From an optimization exercise on the open Yosys and OpenROAD flow, aimed at small area and a short achievable clock period; shortcuts taken in it are not production practice.

==> flow/design.v (excerpt) <==
module plastic_neuron (
    input wire clk,
    input wire rst,
    input wire [15:0] input_signal,
    input wire [15:0] feedback_error,
    input wire enable_learning,
    output wire [31:0] output_signal
);
Size in the first run: about 77 flip-flops, ~8500 um^2 of cells after synthesis.
==> flow/config.mk <==
export PLATFORM = sky130hd
export DESIGN_NAME = plastic_neuron
export DESIGN_NICKNAME = plastic_neuron
export VERILOG_FILES = /design/flow/design.v
export SDC_FILE = /design/flow/constraint.sdc
export NUM_CORES = 4
export LEC_CHECK = 0
export CAP_MARGIN = 5
export CORE_MARGIN = 2
export CORE_UTILIZATION = 40
export SETUP_SLACK_MARGIN = 3.0
export SLEW_MARGIN = 5
export SYNTH_HIERARCHICAL = 1
export TNS_END_PERCENT = 10
==> flow/constraint.sdc <==
create_clock -name core_clock -period 7.0 [get_ports {clk}]
set_input_delay 1.4000 -clock core_clock [delete_from_list [all_inputs] [get_ports {clk}]]
set_output_delay 1.4000 -clock core_clock [all_outputs]
set_load 0.01 [all_outputs]
standard.sh (not shown) runs the stock make flow with config.mk's settings and CLKGATE_MAP_FILE= SYNTH_SCRIPT=/design/flow/synth_recipe.tcl, a recipe that flattens the netlist after the stock synthesis.
==> flow/flow/run.sh <==
#!/bin/bash
# Layout flow: the standard flow (standard.sh) with the standard
# synthesis unchanged, and two changes to how the layout is made:
#  - the I/O port buffers are plain buf_2 cells (which repair_timing can
#    size) instead of the delay buffers buffer_ports picks on its own;
#  - clock tree synthesis builds from clkbuf_8 cells and adds no dummy loads.
# Each step logs to its own file in this folder.
set -euo pipefail
bash standard.sh synth > synth.log 2>&1
bash standard.sh BUFFER_PORTS_ARGS="-buffer_cell sky130_fd_sc_hd__buf_2" \
  CTS_ARGS="-sink_clustering_enable -repair_clock_nets -dont_use_dummy_load -buf_list sky130_fd_sc_hd__clkbuf_8" \
  finish > layout.log 2>&1
The starting point passed the timing, design-rule and antenna checks.
Change:
--- a/flow/config.mk
+++ b/flow/config.mk
@@ -8,7 +8,6 @@
 export CAP_MARGIN = 5
 export CORE_MARGIN = 2
-export CORE_UTILIZATION = 40
+export CORE_UTILIZATION = 50
 export SETUP_SLACK_MARGIN = 3.0
 export SLEW_MARGIN = 5
 export SYNTH_HIERARCHICAL = 1
-export TNS_END_PERCENT = 10
Effect: The new run passed the timing, design-rule and antenna checks; sequential share of layout area is about the same; count of clock-buffer cells in the layout does not change; non-clock buffer count does not change.
Change:
==> flow/flow/run.sh (replaced) <==
#!/bin/bash
# Layout flow: the standard flow (standard.sh), with the standard
# synthesis unchanged, and the I/O port buffers made from the plain buffer
# family (buf_N) instead of the delay-buffer cells buffer_ports picks on its
# own, so that repair_timing can size them. Each step's output goes to its
# own log in this folder.
set -euo pipefail
bash standard.sh synth > synth.log 2>&1
bash standard.sh BUFFER_PORTS_ARGS="-buffer_cell sky130_fd_sc_hd__buf_2" finish > layout.log 2>&1
--- a/flow/config.mk
+++ b/flow/config.mk
@@ -6,8 +6,9 @@
 export NUM_CORES = 4
 export LEC_CHECK = 0
-export CAP_MARGIN = 5
+export CAP_MARGIN = 20
 export CORE_MARGIN = 2
-export CORE_UTILIZATION = 50
+export CORE_UTILIZATION = 40
+export GPL_TIMING_DRIVEN = 1
 export SETUP_SLACK_MARGIN = 3.0
-export SLEW_MARGIN = 5
+export SLEW_MARGIN = 20
 export SYNTH_HIERARCHICAL = 1
After rerunning: Synthesized cell count is unchanged; final area rises by 1.4%; clock-buffer cell count rises by 1; setup slack improved by 0.069 ns; sequential share of layout area falls by 0.29 points; maximum frequency rises by 1.8%; routed wire length falls by 3.2%; cell count rises by about 5%; clock skew falls by 0.017 ns.
Change:
==> flow/flow/run.sh (replaced) <==
#!/bin/bash
# Layout flow: the standard flow (standard.sh) with the standard
# synthesis unchanged, and two changes to how the layout is made:
#  - the I/O port buffers are plain buf_2 cells (which repair_timing can
#    size) instead of the delay buffers buffer_ports picks on its own;
#  - clock tree synthesis builds from clkbuf_8 cells and adds no dummy loads.
# Each step logs to its own file in this folder.
set -euo pipefail
bash standard.sh synth > synth.log 2>&1
bash standard.sh BUFFER_PORTS_ARGS="-buffer_cell sky130_fd_sc_hd__buf_2" \
  CTS_ARGS="-sink_clustering_enable -repair_clock_nets -dont_use_dummy_load -buf_list sky130_fd_sc_hd__clkbuf_8" \
  finish > layout.log 2>&1
--- a/flow/config.mk
+++ b/flow/config.mk
@@ -9,5 +9,4 @@
 export CORE_MARGIN = 2
 export CORE_UTILIZATION = 40
-export GPL_TIMING_DRIVEN = 1
 export SETUP_SLACK_MARGIN = 3.0
 export SLEW_MARGIN = 20
What happened: The changed run passed the timing, design-rule and antenna checks. Setup slack got worse by 0.0061 ns. Final area shrinks slightly. Maximum frequency is about the same. Via count hardly moves. Global-route usage barely changes. Area after synthesis stays the same. Die area stays the same. Core utilization shrinks by 0.71 points. First-iteration DRC count stays flat. Cell count is about the same.
No functional check of the RTL was part of any run of this note.

[re-timing with driven ports]
No port has a modelled driver above. Below, the same layouts with a new extraction and two added sets of constraints.
Step 1, drivers: a clkbuf_16 drives clk and a buf_2 each remaining input, both assumed.
Step 2, shift: input delay + t, output delay - t, t = (earliest + latest rising clock arrival at the registers) / 2. This alone moves slack from input paths to output paths.
a / b / c = ideal / step 1 / step 2; a / b = the first two.
run	t (ns)	setup WS [ns]	latest minus earliest clock arrival (ns)
the first run	0.399	3.148 / 3.110 / 2.769	0.032 / 0.032
the second run	0.412	3.073 / 3.069 / 2.671	0.034 / 0.033
the third run	0.389	3.142 / 3.108 / 2.765	0.009 / 0.009
the fourth run	0.400	3.136 / 3.097 / 2.748	0.021 / 0.021
After both steps every run listed still meets setup and hold. The setup slack of the second run, which loses most, moves by -0.004 ns with the drivers and by -0.402 ns with both steps.
